What follows belongs to an exercise in optimizing a design on an open flow for small area, a short achievable clock period and few clock cycles per item; a production flow would make more cautious choices.

==> flow/design.v (excerpt) <==
module huffman_top (
    input         clk,
    input         reset,
    input         gray_valid,
    input  [7:0]  gray_data,
    output        CNT_valid,
    output [47:0] CNT,
    output        code_valid,
    output [47:0] HC,
    output [47:0] M
);
reg        vld, srt, mrg, clr, cnt_v, code_v, gm;
reg  [4:1] F;
always @(posedge clk or posedge reset) begin
    if (reset) begin
        vld <= 1'b0; srt <= 1'b0; mrg <= 1'b0; clr <= 1'b1;
        F <= 4'b0; cnt_v <= 1'b0; code_v <= 1'b0; gm <= 1'b0;
    end else begin
        vld    <= gray_valid;
        cnt_v  <= vld && !gray_valid;
        code_v <= mrg && !F[1];
        clr    <= mrg && !F[1];
        if (vld && !gray_valid) begin
            srt <= 1'b1;
            gm  <= 1'b0;
            F   <= 4'b1111;
        end else if (srt || mrg) begin
            if (!F[1]) begin
                srt <= 1'b0;
                if (srt) gm <= 1'b1;
                mrg <= srt;
                F   <= {4{srt}};
            end else
                F <= {1'b0, F[4:2]};
        end
    end
end
reg  [6:0] R [0:5];
reg  [2:0] p [0:5];
reg  [4:0] hc [0:5];
reg  [2:0] ln [0:5];    
  ...
Size: roughly 120 flip-flops, ~160 I/O pins, ~8800 sq um of cells after synthesis.
clock: 10.0 ns
lec_check: 0
abc_area: 1
cap_margin: 20
core_margin: 2
core_utilization: 40
cts_buf_list: sky130_fd_sc_hd__clkbuf_8
slew_margin: 20
standard.sh (not shown) runs the stock make flow with config.mk's settings and CLKGATE_MAP_FILE= SYNTH_SCRIPT=/design/flow/synth_recipe.tcl, a recipe that flattens the netlist after the stock synthesis.
==> flow/flow/run.sh <==
#!/bin/bash
set -euo pipefail
export BUFFER_PORTS_ARGS="-buffer_cell sky130_fd_sc_hd__buf_1"
export SETUP_SLACK_MARGIN=6.9
bash standard.sh finish > flow.log 2>&1
Change:
==> flow/flow/run.sh (replaced) <==
#!/bin/bash
set -euo pipefail
export BUFFER_PORTS_ARGS="-buffer_cell sky130_fd_sc_hd__buf_1"
export SETUP_SLACK_MARGIN=6.7
bash standard.sh finish > flow.log 2>&1
Result: The changed run ran to the end with no violations; maximum frequency falls by 4.9%; wire length falls by 2.5%; count of clock-buffer cells in the layout does not change; worst hold slack barely changes; sequential cell count is unchanged; via count falls by 2.4%; die area does not change; register-to-register slack loses 0.20 ns; setup slack loses 0.16 ns; critical path depth is unchanged.
Function was not checked in any run of this note: the RTL went through the layout flow alone.

* * *

garnet:
Another version of the RTL of huffman_top (not shown whole).
Size: roughly 1200 cells after synthesis.
==> flow/config.mk <==
export PLATFORM = sky130hd
export DESIGN_NAME = huffman_top
export DESIGN_NICKNAME = huffman_top
export VERILOG_FILES = /design/flow/design.v
export SDC_FILE = /design/flow/constraint.sdc
export NUM_CORES = 4
export LEC_CHECK = 0
export CAP_MARGIN = 20
export CORE_MARGIN = 2
export CORE_UTILIZATION = 40
export SLEW_MARGIN = 20
==> flow/constraint.sdc <==
create_clock -name core_clock -period 10.0 [get_ports {clk}]
set_input_delay 2.0000 -clock core_clock [delete_from_list [all_inputs] [get_ports {clk}]]
set_output_delay 2.0000 -clock core_clock [all_outputs]
set_load 0.01 [all_outputs]
==> flow/flow/run.sh <==
#!/bin/bash
set -euo pipefail
export BUFFER_PORTS_ARGS="-buffer_cell sky130_fd_sc_hd__buf_1"
export SETUP_SLACK_MARGIN=5
bash standard.sh finish > flow.log 2>&1
--- input diff garnet..zinc ---
==> flow/run.sh (new file) <==
#!/bin/bash
# synth_recipe.tcl (not shown) runs the flow's synth.tcl, then flattens the netlist and writes it again
# the make line also repeats each setting of config.mk as NAME=value (left out here)
make -C /OpenROAD-flow-scripts/flow DESIGN_CONFIG=/design/flow/config.mk WORK_HOME=/design/flow/orfs CLKGATE_MAP_FILE= SYNTH_SCRIPT=/design/flow/synth_recipe.tcl finish
removed: flow/flow/run.sh
removed: flow/standard.sh
[summary]
The run with more routed wire is zinc, not garnet. From garnet to zinc the numbers moved as follows: number of DRC markers in iteration 0 went up about 10%; post-DP HPWL went up 290 µm. Against garnet, zinc comes in 1.1 points lower on portion of the clock cycle consumed by the worst path in the final layout. Final cell count without fillers: garnet vs zinc identical. Summary of zinc over garnet: area share of and/or/nand/nor cells after synthesis saw little to no change; detailed-route via count increased about 0.6%; worst hold slack shows an increase of 6.2 ps; final-layout non-clock buffer area share saw an increase; non-clock buffer count saw little to no change. When zinc is set beside garnet, its count of clock-buffer cells in the layout turns out to be 4 larger.
The following lists how yarrow was set up differently from zinc:
==> flow/flow/run.sh (new file) <==
#!/bin/bash
set -euo pipefail
export BUFFER_PORTS_ARGS="-buffer_cell sky130_fd_sc_hd__buf_1"
bash standard.sh finish > flow.log 2>&1
==> flow/standard.sh (new file) <==
#!/bin/bash
# synth_recipe.tcl (not shown) runs the flow's synth.tcl, then flattens the netlist and writes it again
# the make line also repeats each setting of config.mk as NAME=value (left out here)
make -C /OpenROAD-flow-scripts/flow DESIGN_CONFIG=/design/flow/config.mk WORK_HOME=/design/flow/orfs CLKGATE_MAP_FILE= SYNTH_SCRIPT=/design/flow/synth_recipe.tcl "${@:-finish}"
removed: flow/run.sh
### Flow results
yarrow was carried through to the last stage, and its layout satisfied the timing, DRC and antenna checks.
yarrow vs zinc: actual transition at the worst max-transition pin up in yarrow
yarrow vs. zinc: depth of the critical timing path with buffers and inverters included now smaller, maximum clock insertion buffer count shows no meaningful change, routed wire length on met2 lost 1.2%, portion of netlist area occupied by mux cells held steady.
Diff zinc -> yarrow: met2 global-route usage went down 0.49 points; design area went down 5.4%; final clock period utilization by the worst path went up 1.1 points.
Between zinc and yarrow, the flow reports detailed-route wire length decreasing slightly.
yarrow has less setup slack than zinc.
yarrow — area growth from synthesis to layout 6.2 points lower, zinc as reference
--- input diff yarrow..fjord ---
==> flow/flow/run.sh <==
#!/bin/bash
set -euo pipefail
export BUFFER_PORTS_ARGS="-buffer_cell sky130_fd_sc_hd__buf_1"
export SETUP_SLACK_MARGIN=6.5
bash standard.sh finish > flow.log 2>&1
==> comparison <==
Diff fjord and yarrow: count of clock-buffer cells in the layout lower in yarrow
Diff yarrow -> fjord: routed wire length now larger; wire length of the first global-routing pass has increased.
No run of this note included a check of the RTL's function; only the layout flow was run.

[what the ideal ports hide]
No port has a modelled driver above. Below, the same layouts with a new extraction and two added sets of constraints.
Step 1 sets driving cells, clkbuf_16 on the clock port and buf_2 on the other inputs (assumed; they add their load-dependent delay and slew).
Step 2 moves the port delays by t, midway between the first and last clock arrival at a register: inputs arrive t later, outputs are due t later. That takes back most of the time a late clock gives input paths.
a / b / c = ideal / step 1 / step 2; a / b = the first two.
run | t, ns | setup slack, ns | worst data-port slew with drivers (ns) | pins driven straight from the clock port
the first run of note 1 | 0.494 | 6.919 / 6.877 / 6.783 | 0.03 | 1
the second run of note 1 | 0.492 | 6.760 / 6.717 / 6.808 | 0.03 | 1
garnet | 0.470 | 5.625 / 5.625 / 5.625 | 0.04 | 1
zinc | 0.467 | 5.733 / 5.733 / 5.733 | 0.03 | 1
yarrow | 0.470 | 5.625 / 5.625 / 5.625 | 0.04 | 1
fjord | 0.465 | 6.328 / 6.328 / 6.148 | 0.05 | 1
After both steps setup and hold are still met in every run listed. For fjord, which loses most, drivers alone change the setup slack by 0.000 ns; drivers and shift together by -0.180 ns.
